Source: an optimization exercise on an open RTL-to-GDS flow (aim: small area). Production flows keep margins and buffers that such runs may drop. In this exercise RTL edits were held to simulation tests only and were not proved equivalent to the original. Power is estimated from default activity; no workload was simulated.

<file path="flow/flow/run.sh">
#!/bin/bash
# Layout flow: the standard synthesis, then the combinational logic is
# re-mapped by ABC with an area-recovering script (flip-flops are kept as
# blackboxes, so every register keeps its name and cell), then the standard
# ORFS layout with plain buf_1 cells as the port buffers.
set -euo pipefail
here=$(pwd)
res=$here/orfs/results/$FLOW_PLATFORM/fp_add/base
log=$here/orfs/logs/$FLOW_PLATFORM/fp_add/base
lib=$FLOW_HOME/platforms/$FLOW_PLATFORM/lib/sky130_fd_sc_hd__tt_025C_1v80.lib

bash standard.sh synth > standard_synth.log 2>&1

# the same don't-use list the standard synthesis gave abc
dont_use=$(grep -o -- '-dont_use [A-Za-z0-9_]*' $log/1_2_yosys.log | sort -u | tr '\n' ' ')
cp $res/1_2_yosys.v $here/standard_1_2_yosys.v
cat > $here/remap.ys <<EOT
read_liberty -ignore_miss_func $lib
read_verilog $here/standard_1_2_yosys.v
hierarchy -top $FLOW_TOP
blackbox sky130_fd_sc_hd__df* sky130_fd_sc_hd__dl* sky130_fd_sc_hd__sdf* sky130_fd_sc_hd__edf*
flatten
opt_clean
techmap
opt -fast
abc -script $here/flow/remap.abc -liberty $lib $dont_use
opt_clean -purge
stat -liberty $lib
write_verilog -noattr -noexpr -nohex -nodec $res/1_2_yosys.v
EOT
yosys -l $here/remap.log -q $here/remap.ys > /dev/null 2>&1
rm -f $res/1_synth.odb $res/1_synth.sdc

export BUFFER_PORTS_ARGS="-buffer_cell sky130_fd_sc_hd__buf_1"
bash standard.sh > standard_finish.log 2>&1
</file>
<file path="flow/flow/remap.abc">
&get -n
&st
&dch
&nf -p {D}
&put
buffer -c
topo
upsize -c
dnsize -c
</file>
<file path="flow/standard.sh">
#!/bin/bash
# synth_recipe.tcl (not shown) runs the flow's synth.tcl, then flattens the netlist and writes it again
# the make line also repeats each setting of config.mk as NAME=value (left out here)
make -C /OpenROAD-flow-scripts/flow DESIGN_CONFIG=/design/flow/config.mk WORK_HOME=/design/flow/orfs CLKGATE_MAP_FILE= SYNTH_SCRIPT=/design/flow/synth_recipe.tcl "${@:-finish}"
</file>
<file path="flow/config.mk">
export PLATFORM = sky130hd
export DESIGN_NAME = fp_add
export DESIGN_NICKNAME = fp_add
export VERILOG_FILES = /design/flow/design.v
export SDC_FILE = /design/flow/constraint.sdc
export NUM_CORES = 4
export LEC_CHECK = 0
export ABC_AREA = 1
export CAP_MARGIN = 20
export CORE_MARGIN = 2
export CORE_UTILIZATION = 40
export CTS_BUF_LIST = sky130_fd_sc_hd__clkbuf_8
export SLEW_MARGIN = 20
</file>
<file path="flow/constraint.sdc">
create_clock -name core_clock -period 4.7 [get_ports {clk}]
set_input_delay 0.9400 -clock core_clock [delete_from_list [all_inputs] [get_ports {clk}]]
set_output_delay 0.9400 -clock core_clock [all_outputs]
set_load 0.01 [all_outputs]
</file>
<file path="flow/design.v">
`default_nettype none
module fp_add (
    input  var logic        clk,
    input  var logic        rst,
    input  var logic        valid_i,
    input  var logic [31:0] num_a_i,
    input  var logic [31:0] num_b_i,
    output var logic [31:0] num_o,
    output var logic        valid_o
);
function automatic logic [24:0] add24(input logic [23:0] a, input logic [23:0] b, input logic ci);
    logic [23:0] g, p, gg, pp;
    logic [24:0] c;
    g  = a & b;
    p  = a ^ b;
    gg = g;
    pp = p;
    gg[0] = g[0] | (p[0] & ci);
    for (int d = 1; d < 24; d = d * 2)
        for (int i = 2 * d - 1; i < 24; i = i + 2 * d) begin
            gg[i] = gg[i] | (pp[i] & gg[i-d]);
            pp[i] = pp[i] & pp[i-d];
        end
    for (int d = 8; d >= 1; d = d / 2)
        for (int i = 3 * d - 1; i < 24; i = i + 2 * d) begin
            gg[i] = gg[i] | (pp[i] & gg[i-d]);
            pp[i] = pp[i] & pp[i-d];
        end
    c[0] = ci;
    for (int i = 0; i < 24; i++)
        c[i+1] = gg[i];
    add24 = { c[24], p ^ c[23:0] };
endfunction
function automatic logic [23:0] or_below(input logic [23:0] v);
    logic [23:0] o;
    o = v;
    for (int d = 1; d < 24; d = d * 2)
        for (int i = 2 * d - 1; i < 24; i = i + 2 * d)
            o[i] = o[i] | o[i-d];
    for (int d = 8; d >= 1; d = d / 2)
        for (int i = 3 * d - 1; i < 24; i = i + 2 * d)
            o[i] = o[i] | o[i-d];
    or_below = { o[22:0], 1'b0 };
endfunction
logic        sa, sb;
logic [7:0]  ea, eb, xa, xb;
logic        za, zb;
logic        a_big;        
logic [8:0]  dab;
logic [7:0]  dba, d;
logic        sat;
logic [23:0] ma, mb, my, my_sh;
always_comb begin
    sa = num_a_i[31];
    sb = num_b_i[31];
    ea = num_a_i[30:23];
    eb = num_b_i[30:23];
    za = ea == '0;
    zb = eb == '0;
    xa = { ea[7:1], ea[0] | za };
    xb = { eb[7:1], eb[0] | zb };
    ma = { ~za, num_a_i[22:0] };
    mb = { ~zb, num_b_i[22:0] };
    a_big = { xa, sb } > { xb, 1'b0 };
    dab = { 1'b0, xa } - { 1'b0, xb };
    dba = xb - xa;
    d   = dab[8] ? dba : dab[7:0];
    sat = d[7:5] != '0;    
    my    = a_big ? mb : ma;
    my_sh = my;
    if (d[0]) my_sh = { 1'b0, my_sh[23:1] };
    if (d[1]) my_sh = { 2'b0, my_sh[23:2] };
    if (d[2]) my_sh = { 4'b0, my_sh[23:4] };
    if (d[3]) my_sh = { 8'b0, my_sh[23:8] };
    if (d[4] | sat) my_sh = { 16'b0, my_sh[23:16] & {8{~sat}} };
end
logic        valid_p1;
logic        sx_p1;
logic        sub_p1;
logic [7:0]  h_p1;
logic [23:0] mx_p1;
logic [23:0] my_p1;
always_ff @(posedge clk) begin
    sx_p1  <= a_big ? sa : sb;
    sub_p1 <= sa ^ sb;
    h_p1   <= a_big ? xa : xb;
    mx_p1  <= a_big ? ma : mb;
    my_p1  <= my_sh;
end
always_ff @(posedge clk)
    if (rst)
        valid_p1 <= '0;
    else
        valid_p1 <= valid_i;
logic [24:0] sum;
logic        neg;          
logic [23:0] below;        
logic [23:0] r;
logic        cout;
logic        top;          
always_comb begin
    sum  = add24(mx_p1, my_p1 ^ {24{sub_p1}}, sub_p1);
    neg  = sub_p1 & ~sum[24];
    cout = sum[24] & ~sub_p1;
    top  = cout & (h_p1 == 8'd254);
    below = or_below(mx_p1 ^ my_p1);
    r = sum[23:0] ^ (below & {24{neg}});
end
logic [23:0] r_p2;
logic        c_p2;
logic        s_p2;
logic [7:0]  h1_p2;        
always_ff @(posedge clk) begin
    r_p2  <= r | {24{top}};
    c_p2  <= cout & ~top;
    s_p2  <= sx_p1 ^ neg;
    h1_p2 <= h_p1 + 8'd1;
end
always_ff @(posedge clk)
    if (rst)
        valid_o <= '0;
    else
        valid_o <= valid_p1;
logic [24:0] w, w_n;
logic [4:0]  lz;
logic        zero;
logic [7:0]  e_o;
always_comb begin
    w = { c_p2, r_p2 };
    lz = '0;
    for (int i = 0; i < 25; i++)
        if (w[i])
            lz = 5'(24 - i);
    zero = w == '0;
    w_n  = w;
    if (lz[4]) w_n = { w_n[8:0], 16'b0 };
    if (lz[3]) w_n = { w_n[16:0], 8'b0 };
    if (lz[2]) w_n = { w_n[20:0], 4'b0 };
    if (lz[1]) w_n = { w_n[22:0], 2'b0 };
    if (lz[0]) w_n = { w_n[23:0], 1'b0 };
    e_o  = zero ? 8'd0 : h1_p2 - 8'(lz);
    num_o = { s_p2, e_o, w_n[23:1] };
end
endmodule
`resetall
</file>
==> insert_results.sql, run 1 <==
INSERT INTO impl_metrics (metric_group, metric, value, unit) VALUES
('setup_path', 'cp_data_arrival_time', '3470', 'ps'),
('place', 'place.port_buffers', '99', ''),
('sta', 'slew_violations', '0', ''),
('finish', 'flow.area_growth_from_synthesis', '12.7', '%'),
('grt', 'global_route.usage.met3', '2.15', '%'),
('setup_path', 'critPathMaxFanout', '6', ''),
('run_status', 'run_status', 'finished clean', ''),
('floorplan', 'dieWidth', '140', 'um'),
('sta', 'finalClockSkew', '17.7', 'ps'),
('route', 'detailedRoute.firstPassIterationCount', '7', ''),
('grt', 'grt_pass1_vias', '6258', ''),
('sta', 'slew_at_the_pin_closest_to_its_max_slew_limit', '644', 'ps'),
('worst_hold_path', 'hp-class', 'reg -> reg', ''),
('route', 'post_dr_wirelength_cell', '14.5', 'um'),
('finish', 'post_route_cells_drive_above_1_share', '10.9', '%'),
('clock_network', 'hold_fix_buffers_cts', '0', ''),
('logic_synthesis', 'syn_avg_cell_area', '7.80', 'um2'),
('pwr', 'power.density', '526', 'nW/um2'),
('clock_network', 'cts-root-buf', 'clkbuf_8', ''),
('finish', 'final_core_utilization', '46.2', '%'),
('finish', 'final_cell_mix', '104 x nand2_1, 99 x buf_1, 94 x dfxtp_1', ''),
('floorplan', 'fp.dieH', '140', 'um'),
('setup_path', 'end_kind', 'output pin', ''),
('pwr', 'total_leakage_power', '3.37', 'nW'),
('grt', 'busiest_layer', 'met2', ''),
('pwr', 'fin_total_pwr', '4.38', 'mW'),
('job', 'maximum_capacitance_violations', '0', ''),
('clock_network', 'htree_levels', '3', ''),
('grt', 'gr-total-overflow', '0', ''),
('finish', 'mostFrequentLayoutCell', 'nand2_1', ''),
('logic_synthesis', 'synth_cells', '947', ''),
('floorplan', 'die_area', '19600', 'um2'),
('place', 'placed_cells', '1260', ''),
('logic_synthesis', 'synth.yosys.warnings', '1', ''),
('floorplan', 'initial_utilization', '41.0', '%'),
('sta', 'timing.setup.tns', '0', 'ps'),
('sta', 'timing.final.crit_period', '4410', 'ps'),
('setup_path', 'worst_setup_path_start_kind', 'register', ''),
('place', 'post_place_instance_area', '8130', 'um2'),
('grt', 'grtUsageMet1', '26.2', '%'),
('clock_network', 'post_cts_resize_count', '0', ''),
('finish', 'fin_area', '8330', 'um2'),
('route', 'wl', '18500', 'um'),
('sta', 'count_of_endpoints_failing_hold_in_the_final_timing_report', '0', ''),
('sta', 'period_share', '93.8', '%'),
('floorplan', 'floorplan.rows', '49', ''),
('clock_network', 'cts_num_sinks', '94', ''),
('clock_network', 'maximum_number_of_buffers_from_clock_root_to_sink', '2', ''),
('clock_network', 'cts_buffers', '9', ''),
('floorplan', 'top_ports', '100', ''),
('setup_path', 'timing.setup.critical_path_class', 'reg -> out', ''),
('route', 'route.vias.total', '6673', ''),
('route', 'ant_nets', '0', ''),
('grt', 'gr-usage-all-layers', '19.0', '%'),
('grt', 'first_pass_grt_wire_length', '31000', 'um'),
('clock_network', 'clock_insertion_delay_worst_skew', '380', 'ps'),
('finish', 'nNetsFinal', '1109', ''),
('finish', 'stdcell_count', '1276', ''),
('sta', 'number_of_setup_violations_in_the_final_report', '0', ''),
('route', 'detail_route.drc_violations', '0', ''),
('logic_synthesis', 'synthesized_nets', '1014', ''),
('sta', 'setup_slack_after_layout', '290', 'ps'),
('sta', 'timing.max_slew.rel_slack', '56.7', '%'),
('grt', 'use_met2', '31.1', '%'),
('sta', 'fmax', '227', 'MHz'),
('place', 'dpl.hpwl', '15300', 'um'),
('clock_network', 'tritoncts_clock_tree', 'yes', ''),
('place', 'routabilityCongestion', '0.955', ''),
('finish', 'final.fill_count', '1901', ''),
('route', 'detailedRoute.firstIterationViolations', '372', ''),
('pwr', 'worst_ir_drop_vdd', '0.510', 'mV'),
('floorplan', 'core_region_area', '18000', 'um2'),
('logic_synthesis', 'synth.cell_area', '7390', 'um2'),
('clock_network', 'cts_clock_pin_slew_for_the_worst_setup_and_hold_paths', '90', 'ps'),
('sta', 'worst_hold_slack', '458', 'ps'),
('route', 'routed_via_density', '5.23', ''),
('finish', 'diodes', '0', ''),
('setup_path', 'critPathRequiredTime', '3760', 'ps'),
('clock_network', 'cts.repair_timing.setup_buffer_count', '0', ''),
('place', 'pre_cts_ws', '273', 'ps'),
('grt', 'antenna_violations_before_repair', '0', ''),
('grt', 'grt_max_degree', '41', '');
power breakdown:
group / switching [mW] / internal, mW
clock: 0.308 / 0.205
sequential: 0.238 / 0.987
combinational: 1.53 / 1.12
worst max-delay path: stages, from the launching register on:
cell and delay (ps):
dfxtp_1 450, inv_1 90, a21oi_1 130, o21bai_1 70, a21oi_1 150, o21bai_1 80
a21oi_1 190, o21bai_1 80, a21oi_1 140, o21bai_1 70, a21oi_1 150, o21bai_1 70
a21o_1 230, o311ai_2 330, a311oi_2 210, or2_2 340, a21oi_1 150, buf_1 160
layer usage:
layer,routed length [um],part of all wire (%),vias to the layer above
met5,0,0,-
met4,416,2.3,0
met3,647,3.5,29
met2,8340,45,154
met1,9050,49,2936
li1,-,-,3554
worst paths after layout:
path / from / end / slack, ps / depth (start not counted)
setup / recovery: r_p2[3] / num_o[29] / 290 / 17
hold / removal: valid_p1 / valid_o / 460 / 1
setup reg to reg: sub_p1 / r_p2[1] / 400 / 15
hold reg to reg: valid_p1 / valid_o / 460 / 1
registers in the layout (all words and copies together), names as in the netlist:
register	count
r_p2	24
h1_p2	8
c_p2	1
sx_p1	1
my_p1	24
valid_p1	1
valid_o	1
mx_p1	24
s_p2	1
h_p1	8
sub_p1	1
layout make-up:
cell class	instances	area [um2]	area share, %
repair buffers	129	622	7.47
multi-input cells	793	5290	63.6
well taps	229	287	3.44
clock buffers	9	124	1.49
inverters	15	56.3	0.676
flip-flops and latches	94	1880	22.6
clock inverters	7	61.3	0.736
==> run 2, diff against run 1 <==
==> flow/flow/remap.abc (replaced) <==
&get -n
&st
&dch -f
&nf -p {D}
&put
buffer -c
topo
upsize -c
dnsize -c
==> run 2 against run 1 <==
Net effect: critical path depth unchanged; combinational power down 7.5%; setup slack improved by 100 ps; via count is 0.70% higher; highest routed layer unchanged; sequential share of layout area grew 0.32 points; design area decreased by 1.1%; synthesized area fell by 0.34%; register-to-register slack better by 140 ps; clock skew shrank 4.2 ps; fmax rose by 2.3%; critical path type unchanged; routed wire length decreased by 1.1%.
==> insert_results.sql, run 2 <==
INSERT INTO impl_metrics (metric_group, metric, value, unit) VALUES
('finish', 'flow.area_growth_from_synthesis', '11.8', '%'),
('grt', 'gr-usage-all-layers', '18.8', '%'),
('place', 'dpl.hpwl', '14800', 'um'),
('finish', 'final_core_utilization', '45.7', '%'),
('logic_synthesis', 'syn_avg_cell_area', '7.86', 'um2'),
('logic_synthesis', 'synth.cell_area', '7360', 'um2'),
('route', 'route.vias.total', '6720', ''),
('clock_network', 'tritoncts_clock_tree', 'yes', ''),
('run_status', 'run_status', 'finished clean', ''),
('setup_path', 'end_kind', 'output pin', ''),
('grt', 'grt_pass1_vias', '6180', ''),
('sta', 'finalClockSkew', '13.5', 'ps'),
('route', 'post_dr_wirelength_cell', '14.5', 'um'),
('sta', 'grt_setup_unrepaired', 'no', ''),
('finish', 'combined_area_of_the_multi_input_logic_cells', '5260', 'um2'),
('place', 'routabilityCongestion', '0.923', ''),
('setup_path', 'regToRegSetupSlack', '540', 'ps'),
('place', 'place.port_buffers', '99', ''),
('setup_path', 'cp_data_arrival_time', '3370', 'ps'),
('logic_synthesis', 'synthesized_nets', '1004', ''),
('floorplan', 'floorplan.rows', '49', ''),
('worst_hold_path', 'hp-class', 'reg -> reg', ''),
('clock_network', 'cts-root-buf', 'clkbuf_8', ''),
('finish', 'final.fill_count', '1923', ''),
('job', 'maximum_capacitance_violations', '0', ''),
('floorplan', 'fp.dieH', '140', 'um'),
('route', 'wl', '18300', 'um'),
('route', 'detail_route.drc_violations', '0', ''),
('clock_network', 'cts_buffers', '9', ''),
('floorplan', 'top_ports', '100', ''),
('floorplan', 'core_region_area', '18000', 'um2'),
('finish', 'nNetsFinal', '1092', ''),
('setup_path', 'timing.setup.critical_path_class', 'reg -> out', ''),
('setup_path', 'critPathMaxFanout', '6', ''),
('pwr', 'power.density', '506', 'nW/um2'),
('pwr', 'worst_ir_drop_vdd', '0.408', 'mV'),
('clock_network', 'cts_num_sinks', '94', ''),
('finish', 'ff_latch_area', '1890', 'um2'),
('route', 'detailedRoute.firstIterationViolations', '362', ''),
('floorplan', 'initial_utilization', '40.8', '%'),
('sta', 'number_of_setup_violations_in_the_final_report', '0', ''),
('floorplan', 'die_area', '19500', 'um2'),
('sta', 'timing.final.crit_period', '4310', 'ps'),
('pwr', 'total_leakage_power', '3.30', 'nW'),
('sta', 'slew_violations', '0', ''),
('clock_network', 'cts.repair_timing.setup_buffer_count', '0', ''),
('finish', 'post_route_cells_drive_above_1_share', '10.2', '%'),
('sta', 'fmax', '232', 'MHz'),
('setup_path', 'critPathRequiredTime', '3760', 'ps'),
('setup_path', 'critical_path_buf_inv_count', '2', ''),
('sta', 'period_share', '91.7', '%'),
('sta', 'timing.setup.tns', '0', 'ps'),
('finish', 'final_cell_mix', '106 x nor2_1, 99 x buf_1, 90 x dfxtp_1', ''),
('finish', 'diodes', '0', ''),
('grt', 'gr-total-overflow', '0', ''),
('grt', 'antenna_violations_before_repair', '0', ''),
('clock_network', 'clock_insertion_delay_worst_skew', '380', 'ps'),
('clock_network', 'cts_clock_pin_slew_for_the_worst_setup_and_hold_paths', '90', 'ps'),
('setup_path', 'critPathTopFamily', 'compound AO/OA/AOI/OAI gates', ''),
('clock_network', 'hold_fix_buffers_cts', '0', ''),
('setup_path', 'critPathMostFrequentCell', 'nor3_1', ''),
('logic_synthesis', 'synth.yosys.warnings', '1', ''),
('setup_path', 'critical_path.max_stage_delay', '370', 'ps'),
('logic_synthesis', 'synth_cells', '937', ''),
('setup_path', 'cp_slowest_cell', 'dfxtp_2', ''),
('grt', 'first_pass_grt_wire_length', '30600', 'um'),
('setup_path', 'sequence_of_cells_on_the_critical_path', 'nor2_1, nor3_1, nor3_1, nor3_1, nor3_1, nor3_1, nor3_1, nor3_1, o31a_1, o21ai_2, and2_1, o311ai_1, buf_4, a311o_1, a31o_2, a21oi_1, buf_1', ''),
('clock_network', 'maximum_number_of_buffers_from_clock_root_to_sink', '2', ''),
('route', 'ant_nets', '0', ''),
('grt', 'grt_max_degree', '43', ''),
('clock_network', 'htree_levels', '3', ''),
('route', 'detailedRoute.firstPassIterationCount', '5', ''),
('floorplan', 'dieWidth', '140', 'um'),
('setup_path', 'worst_setup_path_start_kind', 'register', ''),
('route', 'routed_via_density', '5.34', ''),
('sta', 'count_of_endpoints_failing_hold_in_the_final_timing_report', '0', ''),
('finish', 'largestRegisters', 'mx_p1 (24), my_p1 (24), r_p2 (24)', ''),
('sta', 'timing.max_slew.rel_slack', '36.5', '%'),
('sta', 'slew_at_the_pin_closest_to_its_max_slew_limit', '948', 'ps'),
('finish', 'mostFrequentLayoutCell', 'nor2_1', '');
[run 2: final timing paths]
| kind | from | to | depth (start not counted) |
|---|---|---|---|
| setup reg to reg | sub_p1 | r_p2[2] | 16 |
| hold / removal | valid_p1 | valid_o | 1 |
| setup / recovery | r_p2[2] | num_o[29] | 17 |
| hold reg to reg | valid_p1 | valid_o | 1 |
[run 2: per-stage QoR]
stage | instances | setup slack (ps) | instance area [um2] | hold slack [ps] | total power, mW
finish | 1259 | 391 | 8230 | 450 | 4.17
global route | 1259 | 64.4 | 8230 | 462 | 4.57
CTS | 1259 | 206 | 8230 | 457 | 4.17
detailed placement | 1243 | 117 | 8050 | 440 | 3.67
global placement | 1243 | 268 | 8050 | 419 | 3.65
floorplan | 937 | 292 | 7360 | 414 | 3.02
[run 2: report_power, final]
group          total, mW  leakage [nW]  switching (mW)  internal (mW)
clock              0.505        0.0924           0.306          0.199
combinational       2.45          2.42            1.42           1.03
sequential          1.21         0.784           0.229          0.983
total               4.17          3.30            1.95           2.21
[run 2: per-layer routing]
metal | track usage, % | part of all wire (%)
met5 | 0 | 0
met4 | 6.37 | 2.2
met3 | 2.03 | 4.5
met2 | 29.9 | 43
met1 | 26.7 | 50
[run 2: repair_timing]
action / 4_1_cts / 5_1_grt
resized for setup: 0 / 5
hold endpoints to repair: 0 / 0
endpoints found under the setup margin: 0 / 3
[run 2: layout make-up]
type	count	share of cell area, %
sequential	94	22.9
inverter	15	0.684
tap	229	3.48
clock inverter	7	0.669
multi-input combinational	783	63.8
timing repair buffer	122	6.91
clock buffer	9	1.50
==> run 3, diff against run 2 <==
--- a/flow/config.mk
+++ b/flow/config.mk
@@ -5,7 +5,7 @@
 export SDC_FILE = /design/flow/constraint.sdc
 export NUM_CORES = 4
 export LEC_CHECK = 0
-export ABC_AREA = 1
+export ABC_AREA = 0
 export CAP_MARGIN = 20
 export CORE_MARGIN = 2
 export CORE_UTILIZATION = 40
==> run 3 against run 2 <==
Net effect: still clean on timing, DRC and antenna; design area is 6.3% higher; synthesized area is 6.0% higher; final cell count is 5.8% higher; global-route usage is 0.50 points higher; first-iteration DRC count is 13% lower; combinational power is 9.4% higher; sequential power is 3% higher; utilization is 0.26 points lower; critical endpoint unchanged; largest power group unchanged.
==> insert_results.sql, run 3 <==
INSERT INTO impl_metrics (metric_group, metric, value, unit) VALUES
('setup_path', 'critPathMaxFanout', '7', ''),
('grt', 'gr-usage-all-layers', '19.3', '%'),
('setup_path', 'worstSetupStartpoint', 'r_p2[4]', ''),
('clock_network', 'hold_fix_buffers_cts', '0', ''),
('finish', 'post_route_cells_drive_above_1_share', '12.2', '%'),
('clock_network', 'maximum_number_of_buffers_from_clock_root_to_sink', '2', ''),
('sta', 'fmax', '229', 'MHz'),
('place', 'routabilityCongestion', '0.941', ''),
('route', 'post_dr_wirelength_cell', '14.9', 'um'),
('setup_path', 'critical_path.reg2reg.startpoint', 'sub_p1', ''),
('finish', 'fin_area', '8750', 'um2'),
('clock_network', 'cts_buffers', '9', ''),
('run_status', 'run_status', 'finished clean', ''),
('clock_network', 'cts_clock_pin_slew_for_the_worst_setup_and_hold_paths', '100', 'ps'),
('floorplan', 'top_ports', '100', ''),
('pwr', 'power.density', '505', 'nW/um2'),
('sta', 'number_of_setup_violations_in_the_final_report', '0', ''),
('sta', 'timing.setup.tns', '0', 'ps'),
('clock_network', 'cts-root-buf', 'clkbuf_8', ''),
('sta', 'slew_at_the_pin_closest_to_its_max_slew_limit', '716', 'ps'),
('clock_network', 'clock_insertion_delay_worst_skew', '370', 'ps'),
('pwr', 'fin_total_pwr', '4.42', 'mW'),
('pwr', 'power.clock.fraction', '11.1', '%'),
('grt', 'grt_max_degree', '60', ''),
('pwr', 'worst_ir_drop_vdd', '0.148', 'mV'),
('finish', 'final.fill_count', '2002', ''),
('floorplan', 'fp.dieH', '144', 'um'),
('grt', 'antenna_violations_before_repair', '0', ''),
('place', 'place.port_buffers', '99', ''),
('sta', 'count_of_endpoints_failing_hold_in_the_final_timing_report', '0', ''),
('setup_path', 'worst_setup_path_start_kind', 'register', ''),
('setup_path', 'critPathRequiredTime', '3760', 'ps'),
('floorplan', 'dieWidth', '144', 'um'),
('finish', 'stdcell_count', '1332', ''),
('clock_network', 'cts_num_sinks', '94', ''),
('floorplan', 'die_area', '20600', 'um2'),
('logic_synthesis', 'synth.yosys.warnings', '1', ''),
('sta', 'grt_setup_unrepaired', 'no', ''),
('clock_network', 'cts.repair_timing.setup_buffer_count', '0', ''),
('finish', 'final_cell_mix', '122 x nand2_1, 99 x buf_1, 97 x nor2_1', ''),
('job', 'maximum_capacitance_violations', '0', ''),
('logic_synthesis', 'syn_avg_cell_area', '8.13', 'um2'),
('setup_path', 'cp_data_arrival_time', '3420', 'ps'),
('pwr', 'power_switching_share', '47.5', '%'),
('pwr', 'power_switching', '2.10', 'mW'),
('place', 'post_place_instance_area', '8550', 'um2'),
('floorplan', 'floorplan.rows', '51', ''),
('grt', 'first_pass_grt_wire_length', '32000', 'um'),
('floorplan', 'initial_utilization', '40.5', '%'),
('setup_path', 'regToRegSetupSlack', '950', 'ps'),
('logic_synthesis', 'synthesized_nets', '1027', ''),
('setup_path', 'r2r-end', 'r_p2[22]', ''),
('route', 'ant_nets', '0', ''),
('route', 'detailedRoute.firstPassIterationCount', '5', ''),
('grt', 'gr-total-overflow', '0', ''),
('setup_path', 'timing.setup.critical_path_class', 'reg -> out', ''),
('place', 'placed_cells', '1316', ''),
('finish', 'flow.area_growth_from_synthesis', '12.2', '%'),
('setup_path', 'worst_r2r_path_depth', '11', ''),
('finish', 'largestRegisters', 'mx_p1 (24), my_p1 (24), r_p2 (24)', ''),
('route', 'wl', '19900', 'um'),
('route', 'route.vias.total', '6973', ''),
('grt', 'grt_pass1_vias', '6392', ''),
('pwr', 'power_internal', '2.32', 'mW'),
('worst_hold_path', 'hold_end', 's_p2', ''),
('pwr', 'combinationalPowerShare', '60.6', '%'),
('pwr', 'total_leakage_power', '3.28', 'nW'),
('route', 'routed_via_density', '5.23', ''),
('sta', 'finalClockSkew', '13.2', 'ps'),
('clock_network', 'htree_levels', '3', ''),
('sta', 'worst_hold_slack', '423', 'ps'),
('worst_hold_path', 'hp-class', 'reg -> reg', ''),
('finish', 'mostFrequentLayoutCell', 'nand2_1', ''),
('sta', 'timing.max_slew.rel_slack', '52.3', '%'),
('route', 'detailedRoute.firstIterationViolations', '316', ''),
('sta', 'timing.final.crit_period', '4360', 'ps'),
('setup_path', 'end_kind', 'output pin', ''),
('place', 'dpl.hpwl', '16600', 'um'),
('route', 'detail_route.drc_violations', '0', ''),
('logic_synthesis', 'synth.cell_area', '7800', 'um2'),
('sta', 'period_share', '92.8', '%'),
('finish', 'nNetsFinal', '1129', ''),
('logic_synthesis', 'synth_cells', '960', ''),
('floorplan', 'core_region_area', '19300', 'um2'),
('clock_network', 'tritoncts_clock_tree', 'yes', ''),
('finish', 'diodes', '0', ''),
('pwr', 'power.sequential.fraction', '28.3', '%'),
('worst_hold_path', 'hp-start', 'sx_p1', ''),
('sta', 'slew_violations', '0', ''),
('worst_hold_path', 'whs_path_depth', '1', '');
-- run 3: through the flow --
step	worst slack (ps)	util, %
3_5_place_dp	311	44.4
6_report	340	45.4
5_1_grt	40.7	45.4
4_1_cts	11.1	45.3
2_1_floorplan	885	-
3_3_place_gp	408	44.3
-- run 3: layer usage --
| metal | track usage [%] | routed length, um | vias to the layer above |
|---|---|---|---|
| li1 | - | - | 3696 |
| met1 | 25.8 | 9660 | 3113 |
| met2 | 33.4 | 9210 | 146 |
| met3 | 2.43 | 742 | 18 |
| met4 | 4.33 | 262 | 0 |
| met5 | 0 | 0 | - |
-- run 3: layout make-up --
cell class / count / area [um2] / share of cell area [%]
multi-input combinational: 820 / 5740 / 65.6
sequential: 94 / 1880 / 21.5
timing repair buffer: 122 / 557 / 6.36
tap: 265 / 332 / 3.79
clock buffer: 9 / 124 / 1.42
clock inverter: 7 / 56.3 / 0.643
inverter: 15 / 56.3 / 0.643
-- run 3: power groups by stage --
stage               Combinational (mW)  Sequential (mW)  Clock, mW
detailed placement                2.67             1.26          0
CTS                               2.68             1.24      0.502
floorplan                         2.00             1.18          0
finish                            2.68             1.25      0.490
global placement                  2.65             1.26          0
global route                      3.00             1.28      0.537
-- run 3: worst max-delay path by stage --
stage / cells after the start / slack, ps / endpoint
floorplan: 14 / 890 / my_p1[5]
detailed placement: 13 / 310 / my_p1[2]
global placement: 11 / 410 / num_o[30]
finish: 11 / 340 / num_o[29]
global route: 11 / 40 / num_o[30]
CTS: 11 / 10 / num_o[30]
-- run 3: critical path, cell delays in order (launching register included) --
cell,delay [ps]
dfxtp_1,540
a211oi_1,130
o311ai_0,370
o2111ai_1,280
a311oi_4,370
nor3_1,120
o41ai_2,420
maj3_2,340
a211oi_1,100
xnor2_1,140
nor2_1,80
buf_1,150
-- run 3: repair_timing --
| action | in CTS | in global routing |
|---|---|---|
| setup endpoints to repair | 0 | 4 |
| gates resized for setup | 0 | 6 |
| endpoints found under the hold margin | 0 | 0 |
==> run 4, diff against run 3 <==
==> flow/config.mk (replaced) <==
export PLATFORM = sky130hd
export DESIGN_NAME = fp_add
export DESIGN_NICKNAME = fp_add
export VERILOG_FILES = /design/flow/design.v
export SDC_FILE = /design/flow/constraint.sdc
export NUM_CORES = 4
export LEC_CHECK = 0
export ABC_AREA = 1
export CAP_MARGIN = 20
export CORE_MARGIN = 2
export CORE_UTILIZATION = 40
export CTS_BUF_LIST = sky130_fd_sc_hd__clkbuf_4 sky130_fd_sc_hd__clkbuf_8
export SLEW_MARGIN = 20
==> run 4 against run 3 <==
Net effect: still clean; via count fell by 3.6%; clock skew hardly changed; clock power grew 4.5%; combinational power down 8.6%; critical endpoint unchanged.
==> insert_results.sql, run 4 <==
INSERT INTO impl_metrics (metric_group, metric, value, unit) VALUES
('finish', 'flow.area_growth_from_synthesis', '11.9', '%'),
('clock_network', 'cts-root-buf', 'clkbuf_8', ''),
('grt', 'gr-usage-all-layers', '18.8', '%'),
('run_status', 'run_status', 'finished clean', ''),
('setup_path', 'cp_data_arrival_time', '3360', 'ps'),
('grt', 'gr-total-overflow', '0', ''),
('setup_path', 'worst_setup_path_start_kind', 'register', ''),
('pwr', 'total_leakage_power', '3.29', 'nW'),
('setup_path', 'end_kind', 'output pin', ''),
('finish', 'final_cell_mix', '106 x nor2_1, 99 x buf_1, 90 x dfxtp_1', ''),
('sta', 'slew_at_the_pin_closest_to_its_max_slew_limit', '944', 'ps'),
('clock_network', 'maximum_number_of_buffers_from_clock_root_to_sink', '2', ''),
('setup_path', 'critPathRequiredTime', '3760', 'ps'),
('sta', 'count_of_endpoints_failing_hold_in_the_final_timing_report', '0', ''),
('clock_network', 'cts_num_sinks', '94', ''),
('sta', 'grt_setup_unrepaired', 'no', ''),
('floorplan', 'top_ports', '100', ''),
('setup_path', 'critical_path.max_stage_delay', '370', 'ps'),
('route', 'detail_route.drc_violations', '0', ''),
('finish', 'largestRegisters', 'mx_p1 (24), my_p1 (24), r_p2 (24)', ''),
('pwr', 'power.clock.fraction', '12.3', '%'),
('sta', 'fmax', '232', 'MHz'),
('setup_path', 'worstSetupStartpoint', 'r_p2[2]', ''),
('place', 'placed_cells', '1243', ''),
('route', 'route.vias.total', '6722', ''),
('logic_synthesis', 'synth.yosys.warnings', '1', ''),
('sta', 'number_of_setup_violations_in_the_final_report', '0', ''),
('clock_network', 'tritoncts_clock_tree', 'yes', ''),
('setup_path', 'timing.critical_path.to', 'num_o[29]', ''),
('floorplan', 'fp.dieH', '140', 'um'),
('floorplan', 'floorplan.rows', '49', ''),
('job', 'maximum_capacitance_violations', '0', ''),
('clock_network', 'cts_buffers', '9', ''),
('setup_path', 'cp_slowest_cell', 'dfxtp_2', ''),
('sta', 'timing.final.crit_period', '4300', 'ps'),
('pwr', 'power_switching_share', '46.8', '%'),
('logic_synthesis', 'synthesized_nets', '1004', ''),
('sta', 'timing.max_slew.rel_slack', '36.7', '%'),
('floorplan', 'dieWidth', '140', 'um'),
('pwr', 'combinationalPowerShare', '58.7', '%'),
('setup_path', 'r2r-end', 'r_p2[2]', ''),
('clock_network', 'htree_levels', '3', ''),
('place', 'place.port_buffers', '99', ''),
('pwr', 'power.density', '507', 'nW/um2'),
('finish', 'stdcell_count', '1259', ''),
('route', 'routed_via_density', '5.34', ''),
('setup_path', 'critPathMaxFanout', '6', ''),
('pwr', 'power.sequential.fraction', '29.1', '%'),
('route', 'detailedRoute.firstPassIterationCount', '5', ''),
('place', 'dpl.hpwl', '14800', 'um'),
('grt', 'antenna_violations_before_repair', '0', ''),
('sta', 'timing.setup.tns', '0', 'ps'),
('sta', 'period_share', '91.6', '%'),
('grt', 'grt_pass1_vias', '6180', ''),
('logic_synthesis', 'syn_avg_cell_area', '7.86', 'um2'),
('pwr', 'worst_ir_drop_vdd', '0.408', 'mV'),
('clock_network', 'clock_insertion_delay_worst_skew', '370', 'ps'),
('floorplan', 'initial_utilization', '40.8', '%'),
('setup_path', 'critPathMostFrequentCell', 'a21oi_1', ''),
('pwr', 'power_switching', '1.95', 'mW'),
('finish', 'nNetsFinal', '1092', ''),
('route', 'detailedRoute.firstIterationViolations', '339', ''),
('route', 'wl', '18200', 'um'),
('pwr', 'power_internal', '2.22', 'mW'),
('setup_path', 'sequence_of_cells_on_the_critical_path', 'nand2b_1, a21oi_1, o21bai_1, a21oi_1, o21bai_1, a21oi_1, o21bai_1, a21oi_1, o21bai_1, a21oi_1, o21bai_1, a21o_1, o311ai_1, buf_4, a311o_1, nand2_1, a21oi_1, buf_1', ''),
('finish', 'mostFrequentLayoutCell', 'nor2_1', ''),
('route', 'post_dr_wirelength_cell', '14.5', 'um'),
('finish', 'post_route_cells_drive_above_1_share', '10.3', '%'),
('place', 'routabilityCongestion', '0.923', ''),
('setup_path', 'timing.setup.critical_path_class', 'reg -> out', ''),
('setup_path', 'worst_r2r_path_depth', '16', ''),
('worst_hold_path', 'hp-class', 'reg -> reg', ''),
('setup_path', 'regToRegSetupSlack', '540', 'ps'),
('logic_synthesis', 'synth_cells', '937', ''),
('route', 'ant_nets', '0', ''),
('setup_path', 'critical_path.reg2reg.startpoint', 'sub_p1', ''),
('finish', 'diodes', '0', ''),
('worst_hold_path', 'hp-start', 'valid_p1', ''),
('floorplan', 'die_area', '19500', 'um2'),
('worst_hold_path', 'whs_path_depth', '1', ''),
('grt', 'grt_max_degree', '43', ''),
('clock_network', 'cts.repair_timing.setup_buffer_count', '0', ''),
('clock_network', 'cts_clock_pin_slew_for_the_worst_setup_and_hold_paths', '90', 'ps'),
('floorplan', 'core_region_area', '18000', 'um2'),
('logic_synthesis', 'synth.cell_area', '7360', 'um2'),
('grt', 'first_pass_grt_wire_length', '30600', 'um'),
('sta', 'finalClockSkew', '13.5', 'ps'),
('sta', 'slew_violations', '0', '');
[run 4: timing repair]
action | in CTS | in global routing
setup endpoints to repair | 0 | 3
gates resized for setup | 0 | 5
hold buffers | 0 | 0
[run 4: layout make-up]
class | instances | area (um2)
well taps | 229 | 287
inverters | 15 | 56.3
flip-flops and latches | 94 | 1890
clock inverters | 6 | 51.3
repair buffers | 122 | 569
multi-input cells | 783 | 5260
fillers | 1922 | 9790
clock buffers | 10 | 131
[run 4: power groups by stage]
stage               Clock [mW]  Sequential, mW  Combinational [mW]
CTS                      0.526            1.21                2.45
global route             0.557            1.24                2.78
global placement             0            1.22                2.43
finish                   0.512            1.21                2.45
floorplan                    0            1.14                1.87
detailed placement           0            1.23                2.44
[run 4: how the worst min path moves through the flow]
stage	to	slack, ps
2_1_floorplan	valid_o	410
6_report	valid_o	450
4_1_cts	valid_o	460
5_1_grt	valid_o	460
3_5_place_dp	valid_o	440
3_3_place_gp	valid_o	420
[run 4: metal layers]
metal  track usage, %  part of all wire, %  up-vias
li1                 -                    -     3544
met1             26.7                   50     2985
met2             29.9                   44      168
met3             2.03                  4.1       25
met4             6.37                  2.2        0
met5                0                    0        -
[run 4: stage by stage]
step | hold slack (ps) | area (um2) | utilization [%] | power [mW] | worst slack, ps
2_1_floorplan | 414 | 7360 | - | 3.02 | 292
3_3_place_gp | 419 | 8050 | 44.7 | 3.65 | 268
3_5_place_dp | 440 | 8050 | 44.7 | 3.67 | 117
4_1_cts | 457 | 8230 | 45.7 | 4.18 | 206
5_1_grt | 462 | 8240 | 45.7 | 4.58 | 64.4
6_report | 450 | 8240 | 45.7 | 4.17 | 396
[run 4: critical path: cells and delay by family (launching register included)]
| kind | cells | cell delay, ps |
|---|---|---|
| flip-flops | 1 | 370 |
| buffers and inverters | 2 | 340 |
| AO/OA/AOI/OAI | 14 | 2040 |
| AND/OR/NAND/NOR | 2 | 250 |

==> static timing again, ports no longer ideal <==
The results above use ideal ports. As a check the final layouts listed here were re-extracted and re-timed, cells and wires unchanged. Step 1, drivers: a clkbuf_16 drives clk and a buf_2 each remaining input, both assumed. Step 2 moves the port delays by t, midway between the first and last clock arrival at a register: inputs arrive t later, outputs are due t later. That takes back most of the time a late clock gives input paths. Slacks: ideal / step 1 / step 2; pairs: ideal / step 1.
| run | t (ns) | setup WS [ns] | hold slack, ns | worst setup path at the end |
|---|---|---|---|---|
| run 1 | 0.405 | 0.290 / 0.252 / 0.212 | 0.458 / 0.458 / 0.458 | input to register |
| run 2 | 0.403 | 0.391 / 0.357 / 0.070 | 0.450 / 0.450 / 0.450 | input to register |
| run 3 | 0.398 | 0.340 / 0.306 / 0.275 | 0.423 / 0.423 / 0.423 | input to register |
| run 4 | 0.400 | 0.396 / 0.362 / 0.068 | 0.450 / 0.450 / 0.450 | input to register |
After both steps setup and hold are still met in every run listed. The setup slack of run 4, which loses most, moves by -0.034 ns with the drivers and by -0.328 ns with both steps.
